Source: an optimization exercise on an open RTL-to-GDS flow (aim: a short achievable clock period and few clock cycles). Production flows keep margins and buffers that such runs may drop. The RTL was checked by simulation tests, not by an equivalence proof against the original design. No activity file was given, so power comes from the tool's default toggle rates.

[flow/design.v]
module ALU(
        input [15:0] in1,in2,
        input [2:0] op,
        output reg [15:0] out,
        output [3:0] flags
    );
    wire [16:0] sum = {1'b0, in1} + {1'b0, in2};
    wire [15:0] diff = in1 - in2;
    wire [15:0] t = in1 ^ in2;
    wire [15:0] g = in1 | in2;
    wire [15:0] n = in1 & in2;
    reg c, zf;
    always @(*) begin
        c = 1'b0;
        case (op)
            3'd0: begin out = sum[15:0]; c = sum[16]; zf = (t == {g[14:0], 1'b0}); end
            3'd1: begin out = diff; c = !diff[15]; zf = (t == 16'h0); end
            3'd4: begin out = n; zf = (n == 16'h0); end
            3'd5: begin out = g; zf = (g == 16'h0); end
            default: begin out = t; zf = (t == 16'h0); end
        endcase
    end
    assign flags = {c, zf, out[15], out[15] ^ out[14]};
endmodule
module SHIFT(
        input [15:0] in1, in2,
        input left,
        output [15:0] out,
        output [3:0] flags
    );
    wire big = |in2[15:4];
    wire [15:0] shr = in1 >> in2[3:0];
    wire [15:0] shl = in1 << in2[3:0];
    wire [15:0] hmask = 16'hffff << in2[3:0];    
    wire [15:0] lmask = 16'hffff >> in2[3:0];    
    assign out = big ? 16'h0 : (left ? shl : shr);
    wire zf = big || ((in1 & (left ? lmask : hmask)) == 16'h0);
    assign flags = {1'b0, zf, out[15], out[15] ^ out[14]};
endmodule
module MULROWS(
        input [15:0] in1, in2,
        output [15:0] q0, q1, q2, q3
    );
    function [15:0] fs(input [15:0] a, input [15:0] b, input [15:0] d);
        fs = a ^ b ^ d;
    endfunction
    function [15:0] fc(input [15:0] a, input [15:0] b, input [15:0] d);
        fc = ((a & b) | (a & d) | (b & d)) << 1;
    endfunction
    wire [15:0] r [0:15];
    genvar gi;
    generate
        for (gi = 0; gi < 16; gi = gi + 1) begin : pp
            assign r[gi] = in2[gi] ? (in1 << gi) : 16'h0;
        end
    endgenerate
    wire [15:0] a0 = fs(r[0], r[1], r[2]),    a1 = fc(r[0], r[1], r[2]);
    wire [15:0] a2 = fs(r[3], r[4], r[5]),    a3 = fc(r[3], r[4], r[5]);
    wire [15:0] a4 = fs(r[6], r[7], r[8]),    a5 = fc(r[6], r[7], r[8]);
    wire [15:0] a6 = fs(r[9], r[10], r[11]),  a7 = fc(r[9], r[10], r[11]);
    wire [15:0] a8 = fs(r[12], r[13], r[14]), a9 = fc(r[12], r[13], r[14]);
    wire [15:0] a10 = r[15];
    wire [15:0] b0 = fs(a0, a1, a2), b1 = fc(a0, a1, a2);
    wire [15:0] b2 = fs(a3, a4, a5), b3 = fc(a3, a4, a5);
    wire [15:0] b4 = fs(a6, a7, a8), b5 = fc(a6, a7, a8);
    wire [15:0] b6 = a9, b7 = a10;
    wire [15:0] c0 = fs(b0, b1, b2), c1 = fc(b0, b1, b2);
    wire [15:0] c2 = fs(b3, b4, b5), c3 = fc(b3, b4, b5);
    wire [15:0] c4 = b6, c5 = b7;
    assign q0 = fs(c0, c1, c2);
    assign q1 = fc(c0, c1, c2);
    assign q2 = fs(c3, c4, c5);
    assign q3 = fc(c3, c4, c5);
endmodule
module MULSUM(
        input [15:0] q0, q1, q2, q3,
        output [15:0] out,
        output [3:0] flags
    );
    wire [15:0] d0 = q0 ^ q1 ^ q2;
    wire [15:0] d1 = ((q0 & q1) | (q0 & q2) | (q1 & q2)) << 1;
    wire [15:0] s = d0 ^ d1 ^ q3;
    wire [15:0] c = ((d0 & d1) | (d0 & q3) | (d1 & q3)) << 1;
    assign out = s + c;
    wire [15:0] t = s ^ c;
    wire [15:0] g = s | c;
    assign flags = {1'b0, t == {g[14:0], 1'b0}, out[15], out[15] ^ out[14]};
endmodule
module MCU  (
        input clk,reset,
        input [15:0] data_in,
        input mem_ready,
        output reg [15:0] addr_bus,
        output reg mem_en,write_en,
        output reg [15:0] data_out
    );
    localparam E_RUN = 2'd0;
    localparam E_MUL = 2'd1;
    localparam E_FIX = 2'd2;
    reg [15:0] r[0:7];       
    reg [15:0] ab, dout;
    reg men, wen;
    reg bdat;                
    reg [15:0] nfa;          
    reg issued;
    reg [15:0] ir, pcr;      
    reg irv;
    reg [1:0] es;
    reg ev;
    reg [15:0] ire, pce;
    reg [15:0] A, B, PZ;     
    reg [15:0] SA, SB;       
    reg [15:0] MA, MB;       
    reg [15:0] q0, q1, q2, q3;
    reg e_jmp, e_jres, e_mul, e_mem, e_we, e_inc, e_mvredir, e_decpc;
    reg e_wz_alu, e_wz_sh, e_wz_ld, e_wz_en, e_wy_en, e_fl_en, e_sh;
    reg [15:0] waddr;        
    reg [15:0] mtgt;         
    reg [15:0] mnfa1;        
    reg [15:0] mdr;
    reg [2:0] mz;            
    reg m_w, m_rw, m_x1, m_conf, m_dec, m_zpc, m_redir;
    wire bus_free = !men || mem_ready;
    wire [3:0] op = ire[3:0];
    wire [3:0] x = ire[7:4];
    wire [3:0] y = ire[11:8];
    wire [3:0] z = ire[15:12];
    wire [15:0] alu_out, sh_out, mres;
    wire [3:0] alu_flags, sh_flags, mflags;
    ALU alu(.in1(A), .in2(B), .op(op[2:0]), .out(alu_out), .flags(alu_flags));
    SHIFT shift(.in1(SA), .in2(SB), .left(op[2]), .out(sh_out), .flags(sh_flags));
    wire [15:0] q0_n, q1_n, q2_n, q3_n;
    MULROWS mulrows(.in1(MA), .in2(MB), .q0(q0_n), .q1(q1_n), .q2(q2_n), .q3(q3_n));
    MULSUM mulsum(.q0(q0), .q1(q1), .q2(q2), .q3(q3), .out(mres), .flags(mflags));
    wire [15:0] cz = z[3] ? {13'b0, z[2:0]} : PZ;        
    wire jmp_take = (x & r[6][3:0]) == y;
    wire [15:0] binc = B + 16'd1;
    wire [15:0] pzinc = PZ + 16'd1;
    wire [15:0] incval = e_we ? binc : pzinc;
    wire [15:0] decval = B - 16'd1;
    wire [15:0] mv_tgt = e_decpc ? decval : incval;
    wire [15:0] ld_v = z[3] ? {x, y, PZ[7:0]} : {PZ[15:8], x, y};
    wire [15:0] mv_v = e_inc ? incval : B;
    wire [15:0] oth_v = e_wz_ld ? ld_v : mv_v;       
    wire [15:0] wz_v = e_wz_alu ? alu_out : e_wz_sh ? sh_out : oth_v;
    wire [3:0] flv = e_sh ? sh_flags : alu_flags;
    wire [15:0] r6f = {r[6][15:4], flv};
    wire e_act = ev && es == E_RUN;                  
    wire e_redir = e_act && ((e_jmp && !e_jres && jmp_take) || e_mvredir);
    wire [15:0] e_tgt = e_jmp ? cz : mv_tgt;
    wire d_rd = bdat && !wen;                        
    wire ld_act = d_rd && m_w;                       
    wire pend_w = d_rd && m_rw;                      
    wire d_last = bdat && (wen || !m_rw);            
    wire smc = m_x1 && waddr == mnfa1;               
    wire m_block = bdat && (m_conf || m_redir || smc);
    wire m_squash = d_last && (m_conf || m_redir || smc);
    wire [15:0] m_tgt = m_redir ? mtgt : mnfa1;
    wire mul2 = es == E_MUL;
    wire [15:0] fixval = m_dec ? mdr - 16'd1 : mdr + 16'd1;
    wire fix_redir = es == E_FIX && m_zpc;
    wire [3:0] rop = ir[3:0];
    wire [3:0] rx = ir[7:4];
    wire [3:0] ry = ir[11:8];
    wire [3:0] rz = ir[15:12];
    function [15:0] raw(input [2:0] k);
        case (k)
            3'd0: raw = r[0];
            3'd1: raw = r[1];
            3'd2: raw = r[2];
            3'd3: raw = r[3];
            3'd4: raw = pcr;
            3'd5: raw = r[5];
            3'd6: raw = r[6];
            default: raw = r[7];
        endcase
    endfunction
    function [15:0] rdf(input [3:0] f);
        reg [2:0] k;
        reg imm, kr, hy, hz, hf, hl;
        begin
            k = f[2:0];
            imm = f[3];
            kr = !imm && k != 3'd4;
            hy = kr && e_act && e_wy_en && k == y[2:0];
            hz = kr && e_act && e_wz_en && k == z[2:0] && !hy;
            hf = kr && e_act && e_fl_en && k == 3'd6 && !hy && !hz;
            hl = kr && ld_act && k == mz && !hy && !hz;
            rdf = ({16{imm}} & {13'b0, k})
                | ({16{hy}} & decval)
                | ({16{hz && e_wz_alu}} & alu_out)
                | ({16{hz && e_wz_sh}} & sh_out)
                | ({16{hz && !e_wz_alu && !e_wz_sh}} & oth_v)
                | ({16{hf}} & r6f)
                | ({16{hl}} & data_in)
                | ({16{!imm && !hy && !hz && !hf && !hl}} & raw(k));
        end
    endfunction
    wire [15:0] A_rr = rdf(rx);
    wire [15:0] B_rr = rdf(ry);
    wire [15:0] PZ_rr = rdf({1'b0, rz[2:0]});
    wire [15:0] cz_rr = rz[3] ? {13'b0, rz[2:0]} : PZ_rr;
    wire r_sh = !rop[3] && rop[1:0] == 2'd3;
    wire r_mul = !rop[3] && rop[2:0] == 3'd2;
    wire r_alu = !rop[3] && !r_sh && !r_mul;
    wire r_jmp = rop == 4'd8;
    wire r_load = rop == 4'd9;
    wire r_move = rop == 4'd10;
    wire r_mem = r_move && (rx[0] || rx[1]);
    wire r_zlt7 = rz < 4'd7;
    wire r_zdst = rz[2:0] != 3'd4;
    wire r_we = !rx[0] && !rx[1] && r_zlt7;
    wire r_readc = rx[0] && !rx[1] && r_zlt7;
    wire r_inc = rx[2] && !rz[3] && !r_readc;
    wire r_dec_conf = r_readc && rx[3] && !ry[3] && ry[2:0] == rz[2:0];
    wire r_dec = rx[3] && !ry[3] && !r_dec_conf;
    wire r_conf = r_readc && (rx[2] || r_dec_conf);
    wire r_dec_pc = r_dec && ry[2:0] == 3'd4;
    wire r_mvredir = r_move && !r_mem && ((r_inc && r_we && rz[2:0] == 3'd4) || r_dec_pc);
    wire r_wz_alu = r_alu && r_zlt7 && r_zdst;
    wire r_wz_sh = r_sh && r_zlt7 && r_zdst;
    wire r_wz_ld = r_load && rz[2:0] != 3'd7 && r_zdst;
    wire r_wz_mv = r_move && (r_we || r_inc) && r_zdst;
    wire r_wy_en = r_move && r_dec && ry[2:0] != 3'd4;
    wire r_ux = !rop[3];
    wire r_uy = !rop[3] || r_move;
    wire r_uz = r_jmp || r_load || r_move;
    function reads(input [2:0] k);
        reads = (r_ux && !rx[3] && rx[2:0] == k) || (r_uy && !ry[3] && ry[2:0] == k)
             || (r_uz && (r_load || !rz[3]) && rz[2:0] == k);
    endfunction
    wire mul_haz = (m_w && reads(mz)) || reads(3'd6) || r_jmp;
    wire sq_e = e_redir || m_squash || fix_redir;
    wire e_busy = e_act && e_mul;                    
    wire r_adv = irv && !sq_e && !e_busy && !m_block && !(r_mem && pend_w) && !(mul2 && mul_haz);
    wire jz_hit = !rz[3] && rz[2:0] == z[2:0];
    wire j_fast = !mul2 && !ld_act && !(e_act && (e_fl_en || (e_wz_en && (z[2:0] == 3'd6 || (jz_hit && !e_wz_ld)))
                                                  || (e_wy_en && (y[2:0] == 3'd6 || (!rz[3] && rz[2:0] == y[2:0])))));
    wire [15:0] j_tgt = rz[3] ? {13'b0, rz[2:0]} : ((e_act && e_wz_ld && jz_hit) ? ld_v : raw(rz[2:0]));
    wire r_redir = r_adv && r_jmp && j_fast && ((rx & r[6][3:0]) == ry);
    wire redir = sq_e || r_redir;
    wire [15:0] tgt = e_redir ? e_tgt : fix_redir ? fixval : m_squash ? m_tgt : j_tgt;
    wire f_land = men && !bdat && !redir;
    wire k_next = f_land || (irv && !r_adv && !sq_e);   
    wire d_next = pend_w || (r_adv && r_mem);           
    wire f_ok = !d_next && !(k_next && r_adv && r_mul) && !(e_busy && (f_land || (irv && mul_haz)));
    wire [15:0] fa = redir ? tgt : (issued ? nfa + 16'd1 : nfa);
    reg [15:0] ab_n, dout_n;
    reg men_n, wen_n;
    always @(*) begin
        ab_n = fa;
        dout_n = dout;
        men_n = 1'b0;
        wen_n = 1'b0;
        if (pend_w) begin
            ab_n = waddr;
            dout_n = data_in;
            wen_n = 1'b1;
            men_n = 1'b1;
        end else if (r_adv && r_mem) begin
            ab_n = rx[0] ? B_rr : cz_rr;
            dout_n = B_rr;
            wen_n = !rx[0];
            men_n = 1'b1;
        end else if (f_ok) begin
            men_n = 1'b1;
        end
    end
    always @(posedge clk or negedge reset) begin
        if (!reset) begin
            mem_en <= 1'b0;
        end else begin
            mem_en <= bus_free ? men_n : men;
        end
    end
    always @(posedge clk) begin
        addr_bus <= bus_free ? ab_n : ab;
        write_en <= bus_free ? wen_n : wen;
        data_out <= bus_free ? dout_n : dout;
    end
    integer i;
    always @(posedge clk or negedge reset) begin
        if (!reset) begin
            for (i = 0; i < 8; i = i + 1) r[i] <= 16'h0;
            men <= 1'b0;
            wen <= 1'b0;
            bdat <= 1'b0;
            nfa <= 16'h0;
            issued <= 1'b0;
            irv <= 1'b0;
            ev <= 1'b0;
            es <= E_RUN;
        end else if (bus_free) begin
            if (e_act) begin
                for (i = 0; i < 8; i = i + 1) begin
                    if (e_wy_en && y[2:0] == i) r[i] <= decval;
                    else if (e_wz_en && z[2:0] == i) r[i] <= wz_v;
                    else if (e_fl_en && i == 6) r[i][3:0] <= flv;
                end
                if (e_mul) begin
                    q0 <= q0_n;
                    q1 <= q1_n;
                    q2 <= q2_n;
                    q3 <= q3_n;
                    es <= E_MUL;
                end
            end
            if (mul2) begin
                r[6][3:0] <= mflags;
                if (m_w) r[mz] <= mres;
                es <= E_RUN;
            end
            if (es == E_FIX) begin
                if (!m_zpc) r[mz] <= fixval;
                es <= E_RUN;
            end
            if (ld_act) r[mz] <= data_in;
            if (d_rd) mdr <= data_in;
            if (d_last && m_conf) es <= E_FIX;
            if (r_adv) begin
                ire <= ir;
                pce <= pcr;
                A <= A_rr;
                B <= B_rr;
                PZ <= PZ_rr;
                if (r_sh) begin
                    SA <= A_rr;
                    SB <= B_rr;
                end
                if (r_mul) begin
                    MA <= A_rr;
                    MB <= B_rr;
                    mz <= rz[2:0];
                    m_w <= r_zlt7 && r_zdst;
                end
                e_jmp <= r_jmp;
                e_jres <= r_jmp && j_fast;
                e_mul <= r_mul;
                e_mem <= r_mem;
                e_we <= r_we;
                e_inc <= r_inc;
                e_mvredir <= r_mvredir;
                e_decpc <= r_dec_pc;
                e_sh <= r_sh;
                e_wz_alu <= r_wz_alu;
                e_wz_sh <= r_wz_sh;
                e_wz_ld <= r_wz_ld;
                e_wz_en <= r_wz_alu || r_wz_sh || r_wz_ld || r_wz_mv;
                e_wy_en <= r_wy_en;
                e_fl_en <= r_alu || r_sh;
            end
            if (!e_busy) ev <= r_adv;
            if (men && !bdat) begin
                ir <= data_in;
                pcr <= ab;
            end
            irv <= f_land || (irv && !r_adv && !sq_e);
            ab <= ab_n;
            dout <= dout_n;
            men <= men_n;
            wen <= wen_n;
            bdat <= pend_w || (r_adv && r_mem);
            if (pend_w) begin
            end else if (r_adv && r_mem) begin
                waddr <= cz_rr;
                mtgt <= pcr - 16'd1;
                mnfa1 <= pcr + 16'd1;
                mz <= rz[2:0];
                m_w <= r_readc && r_zdst;
                m_rw <= rx[0] && rx[1];
                m_x1 <= rx[1];
                m_conf <= r_conf;
                m_dec <= r_dec_conf;
                m_zpc <= r_conf && rz[2:0] == 3'd4;
                m_redir <= r_dec_pc;
            end
            if (!d_next && f_ok) begin
                nfa <= fa;
                issued <= 1'b1;
            end else if (redir) begin
                nfa <= tgt;
                issued <= 1'b0;
            end
        end
    end
endmodule
[flow/flow/run.sh]
#!/bin/bash
# Layout flow: the standard flow (standard.sh, unchanged synthesis), with
# timing repair aimed well below the clock period so that the resizer works on
# the paths that set the achieved period. The SDC is the standard flow's, unchanged.
bash standard.sh SETUP_SLACK_MARGIN=8.5 finish > standard.log 2>&1
[flow/standard.sh]
#!/bin/bash
# synth_recipe.tcl (not shown) runs the flow's synth.tcl, then flattens the netlist and writes it again
# the make line also repeats each setting of config.mk as NAME=value (left out here)
make -C /OpenROAD-flow-scripts/flow DESIGN_CONFIG=/design/flow/config.mk WORK_HOME=/design/flow/orfs CLKGATE_MAP_FILE= SYNTH_SCRIPT=/design/flow/synth_recipe.tcl "${@:-finish}"
[flow/config.mk]
export PLATFORM = sky130hd
export DESIGN_NAME = MCU
export DESIGN_NICKNAME = MCU
export VERILOG_FILES = /design/flow/design.v
export SDC_FILE = /design/flow/constraint.sdc
export NUM_CORES = 4
export LEC_CHECK = 0
export CAP_MARGIN = 30
export CORE_MARGIN = 2
export CORE_UTILIZATION = 30
export SLEW_MARGIN = 30
[flow/constraint.sdc]
create_clock -name core_clock -period 12.0 [get_ports {clk}]
set_input_delay 2.4000 -clock core_clock [delete_from_list [all_inputs] [get_ports {clk}]]
set_output_delay 2.4000 -clock core_clock [all_outputs]
set_load 0.01 [all_outputs]
==> results of run 1 <==
[sequential cells by signal (all words and copies together), names as in the netlist, 16 cells and up]
signal    cells
r           112
A            16
B            16
MA           16
MB           16
PZ           16
SA           16
SB           16
ab           16
addr_bus     16
data_out     16
dout         16
ir           16
mdr          16
mtgt         16
nfa          16
pcr          16
q0           16
waddr        16
[cell type report]
class / count / area [µm²] / share of cell area [%]
Timing Repair Buffer: 655 / 6750 / 12.4
Antenna cell: 18 / 45.0 / 0.0827
Clock buffer: 68 / 1500 / 2.75
Tap cell: 1794 / 2240 / 4.12
Clock inverter: 37 / 459 / 0.843
Multi-Input combinational cell: 3726 / 29200 / 53.6
Sequential cell: 481 / 13500 / 24.7
Inverter: 205 / 832 / 1.53
[worst register-to-register path: cells and delay by family, from the launching register on]
kind,cells,cell delay [ns]
AO/OA/AOI/OAI,9,2.14
adder cells (fa/ha/maj),2,0.60
flip-flops,1,0.49
AND/OR/NAND/NOR,2,0.35
buffers and inverters,2,0.31
[layer usage]
metal,vias to the layer above,GRT usage (%)
li1,18700,-
met1,23000,41.4
met2,4471,48.1
met3,1284,14.5
met4,8,26.1
met5,-,0.0343
[final timing paths]
kind	startpoint	end	slack [ns]	cells after the start
max	A[0]	addr_bus[10]	8.02	15
min	ab[14]	pcr[14]	0.45	0
max reg2reg	A[0]	addr_bus[10]	8.02	15
min reg2reg	ab[14]	pcr[14]	0.45	0
max in group asynchronous	reset	r[6][0]	9.04	2
min in group asynchronous	reset	nfa[4]	1.60	1
[per-stage QoR]
step,hold slack (ns),total power [mW]
after floorplan,0.421,4.08
after global placement,0.436,5.51
after detailed placement,0.442,5.52
after CTS,0.458,7.82
after global routing,0.461,8.57
final,0.452,8.49
[placed cells by master (no fill, tap or decap), types with 37 or more instances in the layout]
cell	Yosys	final
a211oi_1	59	46
a21oi_1	322	271
a21oi_2	0	38
a221o_1	62	60
a221oi_1	108	76
a22oi_1	66	40
a31oi_1	52	44
and2_1	128	119
and3_1	44	37
buf_12	0	52
buf_4	8	415
buf_6	4	127
clkbuf_16	0	64
dfrtp_1	136	133
edfxtp_1	312	312
fa_1	87	83
ha_1	117	69
inv_1	201	166
mux2_2	51	46
mux2i_1	97	95
nand2_1	461	433
nand2b_1	47	43
nand3_1	124	107
nand4_1	37	37
nor2_1	409	365
nor3_1	98	83
o211ai_1	66	66
o21ai_0	372	280
o21ai_1	14	67
o221ai_1	66	47
o22ai_1	105	96
xnor2_1	150	129
xor2_1	55	51
[logic make-up after synthesis]
family	after synthesis	synth area share, %
buffers and inverters	591	5.70
AND/OR/NAND/NOR	1540	17.8
multiplexers	184	5.71
adder cells (fa/ha/maj)	204	7.77
XOR/XNOR	206	4.39
flip-flops	481	32.6
AO/OA/AOI/OAI	1587	26.1
[what timing repair did]
item,in CTS,in global routing
setup buffers,245,153
resized for setup,792,418
pin swaps,149,224
cloned,17,10
setup endpoints to repair,642,424
[power groups by stage]
stage	registers [mW]	logic, mW	clock network, mW
floorplan	2.35	1.73	0
global placement	2.71	2.80	0
detailed placement	2.71	2.82	0
CTS	2.67	3.28	1.88
global route	2.70	3.93	1.94
finish	2.74	3.86	1.89
==> impl_metrics.tcl, run 1 <==
set metrics [dict create \
    status "complete, no violations" \
    utilization_pct 39.8 \
    wl_met2_um 101000 \
    post-dp-hpwl_um 166000 \
    fin_cells 6984 \
    worst-slew-pin-transition_ns 1.15 \
    crit_slowest_cell "edfxtp_1" \
    async_flop_share_pct 28.3 \
    layout_setup_ws_ns 8.02 \
    final.period_utilization_pct 33.1 \
    io_buffers 52 \
    netlist_area_um2 41200 \
    die_x_um 375 \
    cp.arrival_ns 4.58 \
    met3_length_um 38500 \
    cts_buffers 56 \
    synth_largest_area_cell "edfxtp_1" \
    hold_viol 0 \
    synthFlopType "edfxtp_1" \
    rsz0062_at_grt "yes" \
    globalplace.congestion 1.07 \
    crit_buf_inv 2 \
    yosysWarnings 4 \
    cp_top_family "compound AO/OA/AOI/OAI gates" \
    final_cell_area_um2 54500 \
    num_rows 136 \
    postSynthRegisterBits 481 \
    synth_most_common_cell "nand2_1" \
    max_slew_margin_pct 23.0 \
    routed.top_layer "met5" \
    combPwrFrac_pct 45.5 \
    drive_gt1_share_pct 27.8 \
    wire_per_inst_um 36.6 \
    drc 0 \
    fp.dieH_um 375 \
    synthCells 4793 \
    drv.max_cap_violation_count 0 \
    fin_worst_skew_ns 0.0756 \
    layout_min_cycle_time_ns 3.98 \
    syn2layout_area_growth_pct 32.0 \
    clockRootBuffer "clkbuf_16" \
    grt_max_degree 119 \
    synth_edf_count 312 \
    endpoint_kind "flip-flop" \
    synth_top_area_share_pct 22.7 \
    antenna_found_initial 22 \
    grt-ovfl-total 0 \
    clkSinkCount 481 \
    dieArea_um2 140000 \
    power.internal_mw 4.64 \
    hold_class "reg2reg" \
    power_frac_clock_pct 22.2 \
    start_kind "flip-flop" \
    clk_pin_slew_worst_paths_ns 0.07 \
    ctsHoldBuffers 0 \
    cts_tree "done" \
    final.fill_count 13400 \
    clkLatencyLatePin_ns 0.72 \
    ant_nets 0 \
    max_freq_mhz 251 \
    swShare_pct 45.3 \
    placed_area_um2 44300 \
    drt-vias-per-instance 6.79 \
    setup_tns_ns 0 \
    switchingPower_mw 3.85 \
    path_cells "buf_6, ha_4, fa_2, a211oi_4, o21ai_2, o21a_1, a21bo_2, a2111o_1, and3_4, a2111o_1, nand2_2, o211ai_4, a22o_1, o22a_1, buf_4" \
    seqPwrFrac_pct 32.3 \
    slew_viol_final 0 \
    synth_common_cells "nand2_1 (461), nor2_1 (409), o21ai_0 (372)" \
    firstDrtPassIters 10 \
    syn_nets 5016 \
    yosysSeqAreaShare_pct 32.6 \
    peakVddDrop_mv 0.123 \
    p_leak_nw 20.1 \
    grtUsageTotal_pct 34.3 \
    vias 47400 \
    synth.area.top_cells "edfxtp_1 (23%), dfrtp_1 (8.3%), o21ai_0 (4.5%), fa_1 (4.2%), nand2_1 (4.2%)" \
    finalSetupViolations 0 \
    synthDistinctLibCells 112 \
    crit_required_ns 12.60 \
    core_area_um2 137000 \
    htreeDepth 2 \
    finalWirelength_um 255000 \
    cpMostUsedCell "a2111o_1" \
    cts_max_path_buffers 3 \
    drtIter0Drc 8046 \
    drt-met1-wl_um 88700 \
    post-place-ws_ns 6.29 \
    nNetsFinal 5348 \
    dp.cells 6435 \
    grt_pass1_vias 42400 \
    avgSynthCellArea_um2 8.61 \
    initial_core_util_pct 30.1 \
    p_per_area_nw_per_um2 156 \
    ios 53 \
    worstSetupPathType "reg2reg" \
    grt_pass1_wl_um 343000 \
    cpPeakStageDelay_ns 0.49 \
    crit_fanout 3 \
]
Testbench counts, summed over its fixed seeds: cycles 39,285.
==> run 2, diff against run 1 <==
--- a/flow/design.v
+++ b/flow/design.v
@@ -87,4 +87,13 @@
     assign flags = {1'b0, t == {g[14:0], 1'b0}, out[15], out[15] ^ out[14]};
 endmodule
+module JGO(
+        input [15:0] w,
+        input [3:0] f6,
+        input [2:0] rz,
+        output go
+    );
+    wire [3:0] c = (f6 & ~(w[7:4] ^ w[11:8])) | (~f6 & ~w[11:8]);
+    assign go = w[3:0] == 4'd8 && w[15:12] == {1'b0, rz} && (&c);
+endmodule
 module MCU  (
         input clk,reset,
@@ -103,5 +112,4 @@
     reg bdat;                
     reg [15:0] nfa;          
-    reg issued;
     reg [15:0] ir, pcr;      
     reg irv;
@@ -239,11 +247,35 @@
     wire [15:0] j_tgt = rz[3] ? {13'b0, rz[2:0]} : ((e_act && e_wz_ld && jz_hit) ? ld_v : raw(rz[2:0]));
     wire r_redir = r_adv && r_jmp && j_fast && ((rx & r[6][3:0]) == ry);
+    wire [3:0] dop = data_in[3:0];
+    wire [3:0] dx = data_in[7:4];
+    wire [3:0] dy = data_in[11:8];
+    wire [3:0] dz = data_in[15:12];
+    wire r_wz_any = r_wz_alu || r_wz_sh || r_wz_ld || r_wz_mv;
+    wire i0_w6 = irv && ((r_wz_any && rz[2:0] == 3'd6) || (r_wy_en && ry[2:0] == 3'd6) || r_alu || r_sh);
+    wire i0_bad = irv && (r_mul || r_mem || r_jmp || r_mvredir);
+    wire i0_pe = e_act && ((e_wz_en && z[2:0] == rz[2:0]) || (e_wy_en && y[2:0] == rz[2:0]));
+    wire i0_pe_ld = e_act && e_wz_ld && z[2:0] == rz[2:0] && !(e_wy_en && y[2:0] == rz[2:0]);
+    wire e_w6 = e_act && ((e_wz_en && z[2:0] == 3'd6) || (e_wy_en && y[2:0] == 3'd6) || e_fl_en);
+    wire [15:0] i0_p = i0_pe_ld ? ld_v : raw(rz[2:0]);
+    wire [15:0] i0_ldv = rz[3] ? {rx, ry, i0_p[7:0]} : {i0_p[15:8], rx, ry};
+    wire fj_g = es == E_RUN && !e_busy && !i0_w6 && !i0_bad && !e_w6 && irv && r_wz_ld
+             && !(r_wy_en && ry[2:0] == rz[2:0]) && !(i0_pe && !i0_pe_ld);
+    wire fj_ok = dop == 4'd8 && fj_g && dz == {1'b0, rz[2:0]};
+    wire [3:0] f6 = r[6][3:0];
+    wire fj_go;
+    JGO jgo(.w(data_in), .f6(f6), .rz(rz[2:0]), .go(fj_go));
+    wire [15:0] fj_tgt = i0_ldv;
     wire redir = sq_e || r_redir;
     wire [15:0] tgt = e_redir ? e_tgt : fix_redir ? fixval : m_squash ? m_tgt : j_tgt;
     wire f_land = men && !bdat && !redir;
+    wire fj = f_land && fj_ok;                         
+    wire fj_take = men && !bdat && !sq_e && fj_g && fj_go;
     wire k_next = f_land || (irv && !r_adv && !sq_e);   
     wire d_next = pend_w || (r_adv && r_mem);           
     wire f_ok = !d_next && !(k_next && r_adv && r_mul) && !(e_busy && (f_land || (irv && mul_haz)));
-    wire [15:0] fa = redir ? tgt : (issued ? nfa + 16'd1 : nfa);
+    reg fjt;
+    reg [15:0] jt;
+    wire [15:0] ab_eff = fjt ? jt : ab;
+    wire [15:0] fa = redir ? tgt : ((men && !bdat) ? ab_eff + 16'd1 : nfa);
     reg [15:0] ab_n, dout_n;
     reg men_n, wen_n;
@@ -275,5 +307,5 @@
     end
     always @(posedge clk) begin
-        addr_bus <= bus_free ? ab_n : ab;
+        addr_bus <= bus_free ? (fj_take ? fj_tgt : ab_n) : ab_eff;
         write_en <= bus_free ? wen_n : wen;
         data_out <= bus_free ? dout_n : dout;
@@ -286,6 +318,6 @@
             wen <= 1'b0;
             bdat <= 1'b0;
+            fjt <= 1'b0;
             nfa <= 16'h0;
-            issued <= 1'b0;
             irv <= 1'b0;
             ev <= 1'b0;
@@ -353,8 +385,10 @@
             if (men && !bdat) begin
                 ir <= data_in;
-                pcr <= ab;
+                pcr <= ab_eff;
             end
-            irv <= f_land || (irv && !r_adv && !sq_e);
+            irv <= (f_land && !fj_ok) || (irv && !r_adv && !sq_e);
             ab <= ab_n;
+            fjt <= fj_take;
+            jt <= fj_tgt;
             dout <= dout_n;
             men <= men_n;
@@ -375,11 +409,5 @@
                 m_redir <= r_dec_pc;
             end
-            if (!d_next && f_ok) begin
-                nfa <= fa;
-                issued <= 1'b1;
-            end else if (redir) begin
-                nfa <= tgt;
-                issued <= 1'b0;
-            end
+            if (d_next || !f_ok) nfa <= fa;
         end
     end
==> impl_metrics.tcl, run 2 <==
set metrics [dict create \
    status "complete, no violations" \
    synthDistinctLibCells 100 \
    power_frac_clock_pct 21.4 \
    htreeDepth 2 \
    cts_buffers 60 \
    postSynthRegisterBits 497 \
    cts_tree "done" \
    layout_setup_ws_ns 7.88 \
    combPwrFrac_pct 48.4 \
    layout_common_cells "nand2_1 (450), buf_4 (403), nor2_1 (374)" \
    seqPwrFrac_pct 30.2 \
    vias 47100 \
    drc 0 \
    cpMostUsedCell "o211ai_1" \
    fin_worst_skew_ns 0.0781 \
    synthFlopType "edfxtp_1" \
    final.fill_count 13600 \
    cp_top_family "compound AO/OA/AOI/OAI gates" \
    synth_most_common_cell "nand2_1" \
    largest_register "r" \
    synth_largest_area_cell "edfxtp_1" \
    firstDrtPassIters 8 \
    power.internal_mw 5.19 \
    die_x_um 380 \
    drive_gt1_share_pct 29.2 \
    syn2layout_area_growth_pct 33.8 \
    switchingPower_mw 4.33 \
    finalWirelength_um 256000 \
    dp.cells 6582 \
    synth_common_cells "nand2_1 (476), nor2_1 (413), o21ai_0 (350)" \
    layout_commonest_cell "nand2_1" \
    endpoint_kind "flip-flop" \
    post-place-ws_ns 6.11 \
    synth_edf_count 328 \
    finalSetupViolations 0 \
    grt_max_degree 120 \
    avgSynthCellArea_um2 8.68 \
    drtIter0Drc 7639 \
    path_cells "buf_12, ha_4, inv_2, fa_2, nor2b_2, o211ai_1, a211o_1, a31o_4, buf_6, o32ai_2, a21oi_1, nor4_1, buf_4, a221o_4, a2bb2oi_4, o211ai_1, o211ai_1, o21ai_1" \
    cp.arrival_ns 4.64 \
    async_flop_share_pct 27.4 \
    layout_min_cycle_time_ns 4.12 \
    crit_slowest_cell "a221o_4" \
    clockRootBuffer "clkbuf_16" \
    synth.area.top_cells "edfxtp_1 (23%), dfrtp_1 (8.0%), nand2_1 (4.2%), o21ai_0 (4.1%), fa_1 (4.1%)" \
    setup_tns_ns 0 \
    ant_nets 0 \
    nNetsFinal 5464 \
    fin_cells 7170 \
    io_buffers 52 \
    swShare_pct 45.5 \
    final.period_utilization_pct 34.3 \
    drv.max_cap_violation_count 0 \
    cts_max_path_buffers 3 \
    fp.dieH_um 380 \
    dieArea_um2 144000 \
    drt-vias-per-instance 6.57 \
    crit_buf_inv 4 \
    netlist_area_um2 42300 \
    grt-ovfl-total 0 \
    start_kind "flip-flop" \
    ff_latch_area_um2 13900 \
    hold_class "reg2reg" \
    yosysWarnings 4 \
    yosysSeqAreaShare_pct 32.9 \
    core_area_um2 140000 \
    post-dp-hpwl_um 168000 \
    globalplace.congestion 1.04 \
    max_slew_margin_pct 11.8 \
    num_rows 137 \
    slew_viol_final 0 \
    grtUsageTotal_pct 33.7 \
    clkLatencyLatePin_ns 0.73 \
    max_freq_mhz 243 \
    wire_per_inst_um 35.7 \
    synthCells 4873 \
    hold_viol 0 \
    grt_pass1_wl_um 347000 \
    cpPeakStageDelay_ns 0.47 \
    multi_input_area_um2 30200 \
    antenna_found_initial 15 \
    synth_top_area_share_pct 23.3 \
    grt_pass1_vias 42500 \
    crit_fanout 4 \
    p_per_area_nw_per_um2 168 \
    clkSinkCount 497 \
    p_leak_nw 20.7 \
    worst-slew-pin-transition_ns 1.32 \
    worstSetupPathType "reg2reg" \
    syn_nets 5102 \
    initial_core_util_pct 30.3 \
    largest_reg_flops 112 \
    clk_pin_slew_worst_paths_ns 0.07 \
    ios 53 \
    rsz0062_at_grt "yes" \
    peakVddDrop_mv 0.115 \
    crit_required_ns 12.52 \
]
## run 2: what timing repair did
action	CTS	global route
pin swaps	205	246
hold buffers	0	0
setup buffers	295	152
cloned	15	5
resized for setup	894	410
endpoints found under the setup margin	682	479
## run 2: worst register-to-register path, stage by stage, from the launching register on
cell,delay [ns]
edfxtp_1,0.43
buf_12,0.16
ha_4,0.15
inv_2,0.05
fa_2,0.22
nor2b_2,0.06
o211ai_1,0.28
a211o_1,0.27
a31o_4,0.21
buf_6,0.10
o32ai_2,0.06
a21oi_1,0.13
nor4_1,0.07
buf_4,0.22
a221o_4,0.48
a2bb2oi_4,0.24
o211ai_1,0.17
o211ai_1,0.45
o21ai_1,0.20
## run 2: logic make-up after synthesis
group                    count (synthesis)  share of synthesized area, %
AO/OA/AOI/OAI                         1621                          25.6
buffers and inverters                  608                          5.62
flip-flops                             497                          32.9
AND/OR/NAND/NOR                       1503                          16.8
XOR/XNOR                               206                          4.28
adder cells (fa/ha/maj)                210                          7.75
multiplexers                           228                          7.08
## run 2: worst paths after layout
kind	start	to	slack [ns]	depth (start not counted)
setup / recovery	B[0]	addr_bus[3]	7.88	18
hold / removal	dout[9]	data_out[9]	0.46	2
setup reg to reg	B[0]	addr_bus[3]	7.88	18
hold reg to reg	dout[9]	data_out[9]	0.46	2
max in group asynchronous	reset	r[6][3]	9.26	2
min in group asynchronous	reset	nfa[13]	1.61	1
## run 2: layout make-up
cell class | count | share of cell area, %
diodes | 9 | 0.0398
clock buffers | 78 | 2.95
clock inverters | 34 | 0.791
inverters | 200 | 1.42
multi-input cells | 3774 | 53.3
flip-flops and latches | 497 | 24.6
well taps | 1876 | 4.15
repair buffers | 701 | 12.7
repair inverters | 1 | 0.0133
## run 2: layer usage
metal,share of wire [%],vias up,global-route usage (%),routed length [µm]
met5,0.13,-,0,345
met4,10,14,25.6,26100
met3,14,1116,12.7,35900
met2,40,3884,47.6,103000
met1,36,23000,41.4,90900
li1,-,19000,-,-
## run 2: power by group through the flow
stage / Sequential (mW) / Clock (mW) / Combinational [mW]
final: 2.88 / 2.03 / 4.60
after global routing: 2.85 / 2.09 / 4.71
after CTS: 2.79 / 2.03 / 3.96
after detailed placement: 2.84 / 0 / 3.26
after global placement: 2.84 / 0 / 3.24
after floorplan: 2.45 / 0 / 2.00
## run 2: through the flow
step | area, µm² | hold slack (ns) | total power, mW | util, %
3_3_place_gp | 45400 | 0.459 | 6.08 | 32.5
4_1_cts | 53500 | 0.487 | 8.79 | 38.3
2_1_floorplan | 42800 | 0.421 | 4.45 | -
6_report | 56600 | 0.462 | 9.52 | 40.5
5_1_grt | 56600 | 0.498 | 9.64 | 40.5
3_5_place_dp | 45600 | 0.474 | 6.11 | 32.6
Testbench counts of run 2, summed over its fixed seeds: cycles 37,929.
==> run 3, diff against run 2 <==
--- a/flow/design.v
+++ b/flow/design.v
@@ -261,5 +261,11 @@
     wire fj_g = es == E_RUN && !e_busy && !i0_w6 && !i0_bad && !e_w6 && irv && r_wz_ld
              && !(r_wy_en && ry[2:0] == rz[2:0]) && !(i0_pe && !i0_pe_ld);
-    wire fj_ok = dop == 4'd8 && fj_g && dz == {1'b0, rz[2:0]};
+    reg fjg_q;
+    wire d_i0ok = dop == 4'd9 && dz[2:0] != 3'd7 && dz[2:0] != 3'd4 && dz[2:0] != 3'd6;
+    wire r_eok = !(r_wz_any && rz[2:0] == 3'd6) && !(r_wy_en && ry[2:0] == 3'd6) && !r_alu && !r_sh
+              && !r_mul && !r_mem && !r_jmp && !r_mvredir
+              && !(r_wz_any && !r_wz_ld && rz[2:0] == dz[2:0]) && !(r_wy_en && ry[2:0] == dz[2:0]);
+    wire fjg_n = f_land && d_i0ok && (r_adv ? r_eok : (!irv && !e_busy));
+    wire fj_ok = dop == 4'd8 && fjg_q && dz == {1'b0, rz[2:0]};
     wire [3:0] f6 = r[6][3:0];
     wire fj_go;
@@ -270,5 +276,5 @@
     wire f_land = men && !bdat && !redir;
     wire fj = f_land && fj_ok;                         
-    wire fj_take = men && !bdat && !sq_e && fj_g && fj_go;
+    wire fj_take = men && !bdat && fjg_q && fj_go;
     wire k_next = f_land || (irv && !r_adv && !sq_e);   
     wire d_next = pend_w || (r_adv && r_mem);           
@@ -311,4 +317,32 @@
         data_out <= bus_free ? dout_n : dout;
     end
+    reg [15:0] rn [0:7];
+    integer k2;
+    reg s_y, s_z, s_za, s_zs, s_zo, s_f, s_m, s_mf, s_x, s_l, s_h;
+    always @(*) begin
+        for (k2 = 0; k2 < 8; k2 = k2 + 1) begin
+            s_y = e_act && e_wy_en && y[2:0] == k2;
+            s_z = e_act && e_wz_en && z[2:0] == k2 && !s_y;
+            s_za = s_z && e_wz_alu;
+            s_zs = s_z && e_wz_sh;
+            s_zo = s_z && !e_wz_alu && !e_wz_sh;
+            s_f = k2 == 6 && e_act && e_fl_en && !s_y && !s_z;
+            s_m = mul2 && m_w && mz == k2;
+            s_mf = k2 == 6 && mul2 && !s_m;
+            s_x = es == E_FIX && !m_zpc && mz == k2;
+            s_l = ld_act && mz == k2;
+            s_h = !s_y && !s_z && !s_m && !s_x && !s_l;
+            rn[k2] = ({16{s_y}} & decval)
+                   | ({16{s_za}} & alu_out)
+                   | ({16{s_zs}} & sh_out)
+                   | ({16{s_zo}} & oth_v)
+                   | ({16{s_m}} & mres)
+                   | ({16{s_x}} & fixval)
+                   | ({16{s_l}} & data_in)
+                   | ({{12{s_h}}, {4{s_h && !s_f && !s_mf}}} & r[k2])
+                   | ({12'b0, {4{s_f}}} & flv)
+                   | ({12'b0, {4{s_mf}}} & mflags);
+        end
+    end
     integer i;
     always @(posedge clk or negedge reset) begin
@@ -319,4 +353,5 @@
             bdat <= 1'b0;
             fjt <= 1'b0;
+            fjg_q <= 1'b0;
             nfa <= 16'h0;
             irv <= 1'b0;
@@ -324,10 +359,6 @@
             es <= E_RUN;
         end else if (bus_free) begin
+            for (i = 0; i < 8; i = i + 1) if (i != 4) r[i] <= rn[i];
             if (e_act) begin
-                for (i = 0; i < 8; i = i + 1) begin
-                    if (e_wy_en && y[2:0] == i) r[i] <= decval;
-                    else if (e_wz_en && z[2:0] == i) r[i] <= wz_v;
-                    else if (e_fl_en && i == 6) r[i][3:0] <= flv;
-                end
                 if (e_mul) begin
                     q0 <= q0_n;
@@ -338,14 +369,6 @@
                 end
             end
-            if (mul2) begin
-                r[6][3:0] <= mflags;
-                if (m_w) r[mz] <= mres;
-                es <= E_RUN;
-            end
-            if (es == E_FIX) begin
-                if (!m_zpc) r[mz] <= fixval;
-                es <= E_RUN;
-            end
-            if (ld_act) r[mz] <= data_in;
+            if (mul2) es <= E_RUN;
+            if (es == E_FIX) es <= E_RUN;
             if (d_rd) mdr <= data_in;
             if (d_last && m_conf) es <= E_FIX;
@@ -390,4 +413,5 @@
             ab <= ab_n;
             fjt <= fj_take;
+            fjg_q <= fjg_n;
             jt <= fj_tgt;
             dout <= dout_n;
==> impl_metrics.tcl, run 3 <==
set metrics [dict create \
    layout_setup_ws_ns 8.15 \
    yosys.area_share.xor_xnor_pct 4.36 \
    ff2ff_path_depth 11 \
    rsz0062_at_grt "yes" \
    io_buffers 52 \
    dp.cells 6452 \
    cts_buffers 61 \
    fp.dieH_um 378 \
    final.fill_count 13700 \
    core_area_um2 139000 \
    grtUsageTotal_pct 35.9 \
    drc 0 \
    r2r_start "SB[0]" \
    synth.area.top_cells "edfxtp_1 (23%), dfrtp_1 (8.2%), nand2_1 (5.1%), fa_1 (4.2%), o21ai_0 (3.7%)" \
    cts_tree "done" \
    timing.reg2reg.setup_slack_ns 8.15 \
    crit_required_ns 12.64 \
    p_leak_nw 20.7 \
    ctsHoldBuffers 0 \
    dieArea_um2 143000 \
    yosys.area_share.simple_pct 17.1 \
    multi_input_area_um2 29700 \
    die_x_um 378 \
    final.period_utilization_pct 32.1 \
    drtIter0Drc 9057 \
    synth_top_area_share_pct 23.5 \
    post-dp-hpwl_um 183000 \
    antenna_found_initial 18 \
    synth_common_cells "nand2_1 (574), edfxtp_1 (328), o21ai_0 (309)" \
    ff_latch_area_um2 14000 \
    synth_most_common_cell "nand2_1" \
    yosysSeqAreaShare_pct 33.2 \
    endpoint_kind "flip-flop" \
    globalplace.congestion 1.10 \
    clockRootBuffer "clkbuf_16" \
    async_flop_share_pct 27.5 \
    hold_end "data_out[14]" \
    wire_per_inst_um 38.2 \
    layout_common_cells "nand2_1 (545), buf_4 (419), edfxtp_1 (328)" \
    regToRegEndpoint "addr_bus[0]" \
    setup_tns_ns 0 \
    start_kind "flip-flop" \
    nNetsFinal 5268 \
    finalWirelength_um 267000 \
    gr-usage-met1_pct 44.3 \
    status "complete, no violations" \
    htreeDepth 2 \
    muxShareOfSynthArea_pct 7.44 \
    p_per_area_nw_per_um2 169 \
    ant_nets 0 \
    grtUsageMet2_pct 47.9 \
    grt_pass1_wl_um 358000 \
    synth_edf_count 328 \
    final_cell_area_um2 55700 \
    yosysWarnings 5 \
    grt-ovfl-total 0 \
    clkSinkCount 498 \
    drv.max_cap_violation_count 0 \
    vias 47500 \
    finalPower_mw 9.40 \
    synthCells 4714 \
    busiest_layer "met2" \
    hold_class "reg2reg" \
    worstSetupPathType "reg2reg" \
    max_slew_margin_pct 19.2 \
    layout_min_cycle_time_ns 3.85 \
    firstDrtPassIters 13 \
    slew_viol_final 0 \
    ios 53 \
    use_met3_pct 17.7 \
    clk_pin_slew_worst_paths_ns 0.06 \
    synth_compound_area_share_pct 24.6 \
    postSynthRegisterBits 498 \
    finalSetupViolations 0 \
    syn_nets 4943 \
    layout_commonest_cell "nand2_1" \
    synth_largest_area_cell "edfxtp_1" \
    synthFlopType "edfxtp_1" \
    max_freq_mhz 260 \
    initial_core_util_pct 30.2 \
    netlist_area_um2 42000 \
    grt_pass1_vias 43100 \
    hold_viol 0 \
    synthDistinctLibCells 106 \
    peakVddDrop_mv 0.137 \
    cts_max_path_buffers 3 \
    worst-slew-pin-transition_ns 1.21 \
    crit_fanout 10 \
    worstHoldStart "dout[14]" \
    clkLatencyLatePin_ns 0.72 \
    synthAdderAreaFrac_pct 7.82 \
    largest_reg_flops 112 \
    post-place-ws_ns 6.75 \
    avgSynthCellArea_um2 8.90 \
    drive_gt1_share_pct 30.2 \
    placed_area_um2 45600 \
    fin_worst_skew_ns 0.0734 \
    drt-vias-per-instance 6.80 \
    synth_top_family_by_area "compound AO/OA/AOI/OAI gates" \
    fin_cells 6992 \
    holdPathStages 2 \
    syn2layout_area_growth_pct 32.8 \
    cp.arrival_ns 4.49 \
    grt_max_degree 67 \
    num_rows 137 \
    largest_register "r" \
]
==> run 3: cell count changes after synthesis, moves of 27 or more <==
cell      before  now
nand2_1      476  574
o21ai_0      350  309
a21oi_1      328  237
o21ai_1       30   62
o22ai_1      117   73
a222oi_1      11   78
a22o_1        15   59
a211oi_1      82   40
xor2_1        48   75
nor2_1       413  277
a31oi_1       74   37
==> run 3: final cells by class <==
| type | instances | share of cell area, % |
|---|---|---|
| multi-input cells | 3625 | 53.4 |
| flip-flops and latches | 498 | 25.1 |
| repair buffers | 641 | 11.7 |
| well taps | 1876 | 4.21 |
| clock buffers | 69 | 2.81 |
| inverters | 210 | 1.50 |
| clock inverters | 47 | 1.15 |
| diodes | 24 | 0.108 |
| repair inverters | 2 | 0.0224 |
==> run 3: worst max-delay path by stage <==
| stage | from | to |
|---|---|---|
| 6_report | SB[0] | addr_bus[0] |
| 2_1_floorplan | mem_ready | A[0] |
| 3_3_place_gp | data_in[12] | addr_bus[10] |
| 5_1_grt | A[9] | ab[0] |
| 3_5_place_dp | data_in[13] | addr_bus[10] |
| 4_1_cts | B[0] | addr_bus[0] |
==> run 3: repair_timing <==
item                                   in CTS  in global routing
endpoints found under the hold margin       0                  0
pin swaps                                 173                190
buffers inserted                          251                130
setup endpoints to repair                 755                356
gates resized for setup                   868                334
cloned                                     13                  5
==> run 3: cells by family (layout without fill, tap and decap cells) <==
| kind of cell | Yosys count | after routing |
|---|---|---|
| fa+ha+maj | 210 | 210 |
| compound gates | 1470 | 1472 |
| flops | 498 | 498 |
| buf+inv | 594 | 969 |
| other cells | 0 | 24 |
| xor+xnor | 208 | 208 |
| simple gates | 1499 | 1500 |
| mux | 235 | 235 |
==> run 3: worst max-delay path, cell delays in order (launching register included) <==
cell	delay, ns
edfxtp_1	0.48
bufbuf_16	0.34
nor2b_1	0.32
a22oi_1	0.21
mux2_2	0.34
o22ai_2	0.43
xor2_1	0.13
o21ai_0	0.42
o21ai_4	0.14
o211ai_1	0.50
o211ai_1	0.26
a31oi_1	0.21
==> run 3: power by group <==
group / internal, mW / switching (mW)
Clock: 1.21 / 0.864
Sequential: 2.26 / 0.567
Combinational: 1.61 / 2.88
Total: 5.09 / 4.31
==> run 3: per-layer routing <==
layer | wire [µm] | share of wire [%]
met1 | 96100 | 36
met2 | 102000 | 38
met3 | 43500 | 16
met4 | 25300 | 9.5
met5 | 273 | 0.10
==> run 3: through the flow <==
step / hold slack, ns / util [%]
3_5_place_dp: 0.471 / 32.7
3_3_place_gp: 0.467 / 32.6
4_1_cts: 0.488 / 38.0
5_1_grt: 0.496 / 40.0
2_1_floorplan: 0.421 / -
6_report: 0.467 / 40.0
Testbench counts of run 3, summed over its fixed seeds: cycles 37,929.
==> run 4, diff against run 3 <==
--- a/flow/design.v
+++ b/flow/design.v
@@ -205,8 +205,32 @@
         end
     endfunction
+    function [15:0] rdm(input [3:0] f);
+        reg [2:0] k;
+        reg imm, kr, hy, hz, hl;
+        begin
+            k = f[2:0];
+            imm = f[3];
+            kr = !imm && k != 3'd4;
+            hy = kr && e_act && e_wy_en && k == y[2:0];
+            hz = kr && e_act && e_wz_en && k == z[2:0] && !hy;
+            hl = kr && ld_act && k == mz && !hy && !hz;
+            rdm = ({16{imm}} & {13'b0, k})
+                | ({16{hy}} & decval)
+                | ({16{hz}} & oth_v)
+                | ({16{hl}} & data_in)
+                | ({16{!imm && !hy && !hz && !hl}} & raw(k));
+        end
+    endfunction
+    function slow(input [3:0] f);
+        slow = !f[3] && e_act && ((e_wz_en && (e_wz_alu || e_wz_sh) && f[2:0] == z[2:0]
+                                   && !(e_wy_en && f[2:0] == y[2:0]))
+                                  || (e_fl_en && f[2:0] == 3'd6));
+    endfunction
     wire [15:0] A_rr = rdf(rx);
     wire [15:0] B_rr = rdf(ry);
     wire [15:0] PZ_rr = rdf({1'b0, rz[2:0]});
     wire [15:0] cz_rr = rz[3] ? {13'b0, rz[2:0]} : PZ_rr;
+    wire [15:0] B_rm = rdm(ry);
+    wire [15:0] cz_rm = rdm(rz);
     wire r_sh = !rop[3] && rop[1:0] == 2'd3;
     wire r_mul = !rop[3] && rop[2:0] == 3'd2;
@@ -241,5 +265,6 @@
     wire sq_e = e_redir || m_squash || fix_redir;
     wire e_busy = e_act && e_mul;                    
-    wire r_adv = irv && !sq_e && !e_busy && !m_block && !(r_mem && pend_w) && !(mul2 && mul_haz);
+    wire mem_slow = r_mem && (((rx[0] || rx[1]) && slow(ry)) || (rx[1] && slow(rz)));
+    wire r_adv = irv && !sq_e && !e_busy && !m_block && !(r_mem && pend_w) && !(mul2 && mul_haz) && !mem_slow;
     wire jz_hit = !rz[3] && rz[2:0] == z[2:0];
     wire j_fast = !mul2 && !ld_act && !(e_act && (e_fl_en || (e_wz_en && (z[2:0] == 3'd6 || (jz_hit && !e_wz_ld)))
@@ -274,5 +299,6 @@
     wire redir = sq_e || r_redir;
     wire [15:0] tgt = e_redir ? e_tgt : fix_redir ? fixval : m_squash ? m_tgt : j_tgt;
-    wire f_land = men && !bdat && !redir;
+    wire f_drop = men && !bdat && !redir && irv && !r_adv && !sq_e;
+    wire f_land = men && !bdat && !redir && !f_drop;
     wire fj = f_land && fj_ok;                         
     wire fj_take = men && !bdat && fjg_q && fj_go;
@@ -283,5 +309,5 @@
     reg [15:0] jt;
     wire [15:0] ab_eff = fjt ? jt : ab;
-    wire [15:0] fa = redir ? tgt : ((men && !bdat) ? ab_eff + 16'd1 : nfa);
+    wire [15:0] fa = redir ? tgt : f_drop ? ab_eff : ((men && !bdat) ? ab_eff + 16'd1 : nfa);
     reg [15:0] ab_n, dout_n;
     reg men_n, wen_n;
@@ -297,6 +323,6 @@
             men_n = 1'b1;
         end else if (r_adv && r_mem) begin
-            ab_n = rx[0] ? B_rr : cz_rr;
-            dout_n = B_rr;
+            ab_n = rx[0] ? B_rm : cz_rm;
+            dout_n = B_rm;
             wen_n = !rx[0];
             men_n = 1'b1;
@@ -406,5 +432,5 @@
             end
             if (!e_busy) ev <= r_adv;
-            if (men && !bdat) begin
+            if (men && !bdat && !f_drop) begin
                 ir <= data_in;
                 pcr <= ab_eff;
@@ -421,5 +447,5 @@
             if (pend_w) begin
             end else if (r_adv && r_mem) begin
-                waddr <= cz_rr;
+                waddr <= cz_rm;
                 mtgt <= pcr - 16'd1;
                 mnfa1 <= pcr + 16'd1;
==> impl_metrics.tcl, run 4 <==
set metrics [dict create \
    status "complete, no violations" \
    layout_min_cycle_time_ns 3.87 \
    fp.dieH_um 381 \
    start_kind "flip-flop" \
    initial_core_util_pct 30.2 \
    synth_common_cells "nand2_1 (504), nor2_1 (380), edfxtp_1 (328)" \
    finalSetupViolations 0 \
    synth_top_area_share_pct 23.0 \
    crit_buf_inv 4 \
    layout_setup_ws_ns 8.13 \
    yosysSeqAreaShare_pct 32.6 \
    ios 53 \
    endpoint_kind "flip-flop" \
    clkSinkCount 498 \
    grt_pass1_wl_um 381000 \
    post-place-ws_ns 6.47 \
    cpMostUsedCell "buf_12" \
    r2r_start "e_we" \
    layout_common_cells "nand2_1 (479), buf_4 (442), nor2_1 (333)" \
    drive_gt1_share_pct 29.7 \
    syn2layout_area_growth_pct 32.9 \
    cts_buffers 58 \
    crit_required_ns 12.65 \
    antenna_found_initial 34 \
    dieArea_um2 145000 \
    clk_pin_slew_worst_paths_ns 0.07 \
    synth_edf_count 328 \
    yosys.area_share.simple_pct 17.6 \
    synth_most_common_cell "nand2_1" \
    crit_slowest_cell "a222oi_1" \
    synth.area.top_cells "edfxtp_1 (23%), dfrtp_1 (8.0%), nand2_1 (4.4%), fa_1 (4.1%), o21ai_0 (3.6%)" \
    cts_max_path_buffers 3 \
    nNetsFinal 5380 \
    drc 0 \
    cp.arrival_ns 4.52 \
    final_cell_area_um2 56800 \
    die_x_um 381 \
    fin_cells 7118 \
    num_rows 138 \
    ff2ff_path_depth 16 \
    cp_top_family "compound AO/OA/AOI/OAI gates" \
    synthDistinctLibCells 110 \
    avgSynthCellArea_um2 8.81 \
    clockRootBuffer "clkbuf_16" \
    peakVddDrop_mv 0.127 \
    dp.cells 6595 \
    firstDrtPassIters 17 \
    largest_register "r" \
    timing.reg2reg.setup_slack_ns 8.13 \
    hold_class "reg2reg" \
    max_freq_mhz 258 \
    slew_viol_final 0 \
    core_area_um2 141000 \
    clkLatencyLatePin_ns 0.75 \
    syn_nets 5071 \
    grt-ovfl-total 0 \
    p_leak_nw 20.8 \
    fin_worst_skew_ns 0.0672 \
    final.period_utilization_pct 32.3 \
    grtUsageTotal_pct 37.3 \
    io_buffers 52 \
    layout_commonest_cell "nand2_1" \
    muxShareOfSynthArea_pct 6.30 \
    drv.max_cap_violation_count 0 \
    synth_top_family_by_area "compound AO/OA/AOI/OAI gates" \
    grt_max_degree 64 \
    drtIter0Drc 9446 \
    post-dp-hpwl_um 192000 \
    whs_ns 0.473 \
    yosys.area_share.xor_xnor_pct 4.08 \
    postSynthRegisterBits 498 \
    crit_path_end "addr_bus[8]" \
    synth_largest_area_cell "edfxtp_1" \
    placed_area_um2 46400 \
    max_slew_margin_pct 25.6 \
    p_per_area_nw_per_um2 162 \
    htreeDepth 2 \
    cpPeakStageDelay_ns 0.46 \
    grt_pass1_vias 44700 \
    synth_compound_area_share_pct 26.3 \
    synthAdderAreaFrac_pct 7.52 \
    wire_per_inst_um 40.2 \
    worstSetupPathDepth 16 \
    synthFlopType "edfxtp_1" \
    ant_nets 0 \
    yosysWarnings 5 \
    hold_viol 0 \
    regToRegEndpoint "addr_bus[8]" \
    drt-vias-per-instance 6.99 \
    finalWirelength_um 286000 \
    synthCells 4848 \
    utilization_pct 40.2 \
    cts_tree "done" \
    path_cells "buf_12, buf_12, mux2_4, ha_4, nand4b_1, a222oi_1, buf_4, mux2i_4, o311ai_4, clkbuf_16, a221oi_4, nor2_1, a21oi_1, a21oi_2, o31a_1, a21bo_1" \
    crit_fanout 6 \
    rsz0062_at_grt "yes" \
    worstSetupPathType "reg2reg" \
    globalplace.congestion 1.05 \
    largest_reg_flops 112 \
    worst-slew-pin-transition_ns 1.11 \
    vias 49800 \
    setup_tns_ns 0 \
    finalPower_mw 9.20 \
    async_flop_share_pct 27.5 \
    netlist_area_um2 42700 \
    startpoint "e_we" \
]
run 4: cells by family after synthesis:
group                    after synthesis
AO/OA/AOI/OAI                       1554
multiplexers                         217
buffers and inverters                615
flip-flops                           498
AND/OR/NAND/NOR                     1560
adder cells (fa/ha/maj)              205
XOR/XNOR                             199
run 4: repair_timing:
item	in CTS	in global routing
buffers inserted	215	148
pin swaps	124	196
resized for setup	795	421
cloned	22	7
setup endpoints to repair	754	467
hold buffers	0	0
hold endpoints to repair	0	0
run 4: area by class of cell:
| class | instances | area, µm² |
|---|---|---|
| tap | 1890 | 2360 |
| antenna | 21 | 52.6 |
| clock inverter | 40 | 567 |
| multi-input combinational | 3738 | 30600 |
| fill | 13800 | 84600 |
| clock buffer | 70 | 1620 |
| timing repair buffer | 664 | 6810 |
| inverter | 197 | 773 |
| sequential | 498 | 14000 |
run 4: how the worst min path moves through the flow:
stage | end | cells after the start | slack [ns] | start
after floorplan | ire[10] | 0 | 0.42 | ir[10]
after global placement | data_out[14] | 2 | 0.47 | dout[14]
after detailed placement | data_out[14] | 2 | 0.47 | dout[14]
after CTS | data_out[6] | 2 | 0.48 | dout[6]
after global routing | data_out[8] | 2 | 0.51 | dout[8]
final | data_out[8] | 2 | 0.47 | dout[8]
run 4: worst reg2reg max path, stage by stage, from the launching register on:
cell and delay [ns]:
edfxtp_1 0.44, buf_12 0.17, buf_12 0.13, mux2_4 0.21, ha_4 0.16, nand4b_1 0.21, a222oi_1 0.46, buf_4 0.22
mux2i_4 0.26, o311ai_4 0.17, clkbuf_16 0.24, a221oi_4 0.38, nor2_1 0.07, a21oi_1 0.15, a21oi_2 0.13, o31a_1 0.18
a21bo_1 0.20
run 4: power breakdown:
part / internal (mW) / total (mW) / switching (mW)
logic: 1.56 / 4.31 / 2.75
clock network: 1.18 / 2.06 / 0.889
registers: 2.24 / 2.83 / 0.582
total: 4.98 / 9.20 / 4.22
run 4: metal layers:
metal	GRT usage, %	routed length, µm	up-vias
met3	19.6	47300	1487
met5	2.84	707	-
li1	-	-	19100
met1	45.4	102000	24300
met2	50.0	108000	4802
met4	25.6	28100	31
Testbench counts of run 4, summed over its fixed seeds: cycles 38,147.
==> run 5, diff against run 4 <==
--- a/flow/config.mk
+++ b/flow/config.mk
@@ -8,4 +8,4 @@
 export CAP_MARGIN = 30
 export CORE_MARGIN = 2
-export CORE_UTILIZATION = 30
+export CORE_UTILIZATION = 35
 export SLEW_MARGIN = 30
==> impl_metrics.tcl, run 5 <==
set metrics [dict create \
    rsz0062_at_grt "yes" \
    finalPower_mw 9.22 \
    cts_buffers 58 \
    yosysWarnings 5 \
    swShare_pct 46.6 \
    utilization_pct 46.7 \
    syn2layout_area_growth_pct 32.5 \
    yosys.area_share.xor_xnor_pct 4.08 \
    drtIter0Drc 9819 \
    layout_setup_ws_ns 8.22 \
    power_frac_clock_pct 21.3 \
    nNetsFinal 5411 \
    antenna_found_initial 32 \
    firstDrtPassIters 17 \
    synth_common_cells "nand2_1 (504), nor2_1 (380), edfxtp_1 (328)" \
    finalSetupViolations 0 \
    peakVddDrop_mv 0.132 \
    drv.max_cap_violation_count 0 \
    startpoint "data_in[6]" \
    drc 0 \
    cts_max_path_buffers 3 \
    setup_tns_ns 0 \
    hold_class "reg2reg" \
    grtUsageTotal_pct 43.1 \
    combPwrFrac_pct 47.2 \
    synthFlopType "edfxtp_1" \
    fin_worst_skew_ns 0.0428 \
    async_flop_share_pct 27.5 \
    io_buffers 52 \
    ant_nets 0 \
    worstSetupPathType "in2reg" \
    layout_min_cycle_time_ns 3.78 \
    netlist_area_um2 42700 \
    avgSynthCellArea_um2 8.81 \
    finalWirelength_um 286000 \
    synth_most_common_cell "nand2_1" \
    synth_largest_area_cell "edfxtp_1" \
    max_slew_margin_pct 21.4 \
    vias 50300 \
    synthCells 4848 \
    largest_reg_flops 112 \
    drive_gt1_share_pct 29.6 \
    syn_nets 5071 \
    clkLatencyLatePin_ns 0.73 \
    ctsHoldBuffers 0 \
    start_kind "primary input" \
    crit_slowest_cell "a22oi_1" \
    core_area_um2 121000 \
    num_rows 128 \
    synth_top_area_share_pct 23.0 \
    final.fill_count 11500 \
    layout_common_cells "nand2_1 (477), buf_4 (466), nor2_1 (339)" \
    synthAdderAreaFrac_pct 7.52 \
    fp.dieH_um 353 \
    largest_register "r" \
    switchingPower_mw 4.30 \
    whs_ns 0.465 \
    clkSinkCount 498 \
    fin_cells 6892 \
    post-place-ws_ns 6.53 \
    layout_commonest_cell "nand2_1" \
    holdPathStages 2 \
    postSynthRegisterBits 498 \
    dieArea_um2 125000 \
    grt_max_degree 90 \
    r2r_start "ir[9]" \
    grt_pass1_vias 44700 \
    p_per_area_nw_per_um2 163 \
    endpoint_kind "flip-flop" \
    worst-slew-pin-transition_ns 1.15 \
    path_cells "buf_2, buf_4, a22oi_1, a21oi_2, a211oi_2, o31ai_4, a211o_1" \
    max_freq_mhz 264 \
    synth.area.top_cells "edfxtp_1 (23%), dfrtp_1 (8.0%), nand2_1 (4.4%), fa_1 (4.1%), o21ai_0 (3.6%)" \
    synth_compound_area_share_pct 26.3 \
    cpPeakStageDelay_ns 0.57 \
    grt_pass1_wl_um 377000 \
    dp.cells 6320 \
    htreeDepth 2 \
    wire_per_inst_um 41.5 \
    globalplace.congestion 1.08 \
    yosys.area_share.simple_pct 17.6 \
    power.internal_mw 4.92 \
    synthDistinctLibCells 110 \
    p_leak_nw 20.9 \
    seqPwrFrac_pct 31.5 \
    status "complete, no violations" \
    grt-ovfl-total 0 \
    clk_pin_slew_worst_paths_ns 0.06 \
    hold_viol 0 \
    slew_viol_final 0 \
    die_x_um 353 \
    crit_required_ns 12.61 \
    initial_core_util_pct 35.2 \
    yosysSeqAreaShare_pct 32.6 \
    ff2ff_path_depth 12 \
    ios 53 \
    crit_fanout 15 \
    drt-vias-per-instance 7.31 \
    post-dp-hpwl_um 187000 \
    cts_tree "done" \
    cp.arrival_ns 4.39 \
    final.period_utilization_pct 31.5 \
    synth_top_family_by_area "compound AO/OA/AOI/OAI gates" \
    synth_edf_count 328 \
    placed_area_um2 46000 \
    worstHoldStart "dout[12]" \
    clockRootBuffer "clkbuf_16" \
    final_cell_area_um2 56600 \
    muxShareOfSynthArea_pct 6.30 \
]
[run 5: cell count changes in the layout (fill, tap and decap cells not counted), sizes merged, moves of 3 or more]
cell,before,now
clkbuf,81,85
buf,631,661
diode,21,29
dlygate4sd2,3,0
bufbuf,19,14
clkinv,15,25
clkinvlp,18,13
[run 5: kinds of logic after synthesis]
| family | count (synthesis) |
|---|---|
| AO/OA/AOI/OAI | 1554 |
| XOR/XNOR | 199 |
| AND/OR/NAND/NOR | 1560 |
| multiplexers | 217 |
| adder cells (fa/ha/maj) | 205 |
| buffers and inverters | 615 |
| flip-flops | 498 |
[run 5: worst max-delay path, delay by kind of cell]
family	cells	cell delay [ns]
buffers and inverters	2	0.41
AOI/OAI and AO/OA	5	1.55
[run 5: worst paths after layout]
| kind | end | slack [ns] |
|---|---|---|
| max in group asynchronous | r[0][6] | 9.12 |
| max | addr_bus[6] | 8.22 |
| min | data_out[12] | 0.46 |
| min in group asynchronous | wen | 1.61 |
| max reg2reg | addr_bus[7] | 8.23 |
| min reg2reg | data_out[12] | 0.46 |
[run 5: power groups by stage]
stage          Sequential (mW)  Clock (mW)  Combinational [mW]
3_3_place_gp              2.85           0                3.15
3_5_place_dp              2.84           0                3.16
6_report                  2.91        1.96                4.35
5_1_grt                   2.86        2.02                4.34
4_1_cts                   2.81        1.96                3.61
2_1_floorplan             2.49           0                1.79
[run 5: area by class of cell]
type | count | area [µm²] | area share [%]
Multi-Input combinational cell | 3739 | 30600 | 54.0
Sequential cell | 498 | 14000 | 24.7
Timing Repair Buffer | 693 | 7130 | 12.6
Tap cell | 1625 | 2030 | 3.59
Clock buffer | 68 | 1530 | 2.70
Inverter | 197 | 779 | 1.38
Clock inverter | 42 | 533 | 0.941
Antenna cell | 29 | 72.6 | 0.128
Timing Repair inverter | 1 | 5.00 | 0.00884
[run 5: routing by layer]
| metal | vias up | wire, µm | GRT usage (%) |
|---|---|---|---|
| met5 | - | 683 | 1.81 |
| met4 | 40 | 30100 | 32.2 |
| met3 | 1557 | 48000 | 22.0 |
| met2 | 5088 | 106000 | 56.1 |
| met1 | 24500 | 102000 | 53.4 |
| li1 | 19200 | - | - |
[run 5: what timing repair did]
action                                 in CTS  in global routing
setup endpoints to repair                 736                532
endpoints found under the hold margin       0                  0
gates resized for setup                   754                431
gates cloned                               20                 16
pin swaps                                 132                166
setup buffers                             233                162

## port drivers added, routing unchanged
The results above use ideal ports. As a check the final layouts listed here were re-extracted and re-timed, cells and wires unchanged.
Step 1 (the two cells are an assumption about what drives the block):
set clk [get_ports {clk}]
set_driving_cell -lib_cell sky130_fd_sc_hd__clkbuf_16 $clk
set_driving_cell -lib_cell sky130_fd_sc_hd__buf_2 [delete_from_list [all_inputs] $clk]
Step 2 moves the port delays by t, midway between the first and last clock arrival at a register: inputs arrive t later, outputs are due t later. That takes back most of the time a late clock gives input paths.
Three values: ideal ports, drivers, drivers and shift; two values: the first two.
| run | t (ns) | setup slack, ns | worst register clock-pin slew, ns | cell pins on the clock port's net |
|---|---|---|---|---|
| run 1 | 0.756 | 8.023 / 8.023 / 7.407 | 0.08 / 0.08 | 1 |
| run 2 | 0.768 | 7.881 / 7.881 / 7.332 | 0.09 / 0.09 | 1 |
| run 3 | 0.764 | 8.152 / 8.152 / 7.589 | 0.07 / 0.07 | 1 |
| run 4 | 0.808 | 8.126 / 8.126 / 7.528 | 0.08 / 0.08 | 1 |
| run 5 | 0.791 | 8.218 / 8.204 / 7.484 | 0.07 / 0.07 | 1 |
After both steps every run listed still meets setup and hold. The setup slack of run 5, which loses most, moves by -0.014 ns with the drivers and by -0.734 ns with both steps.
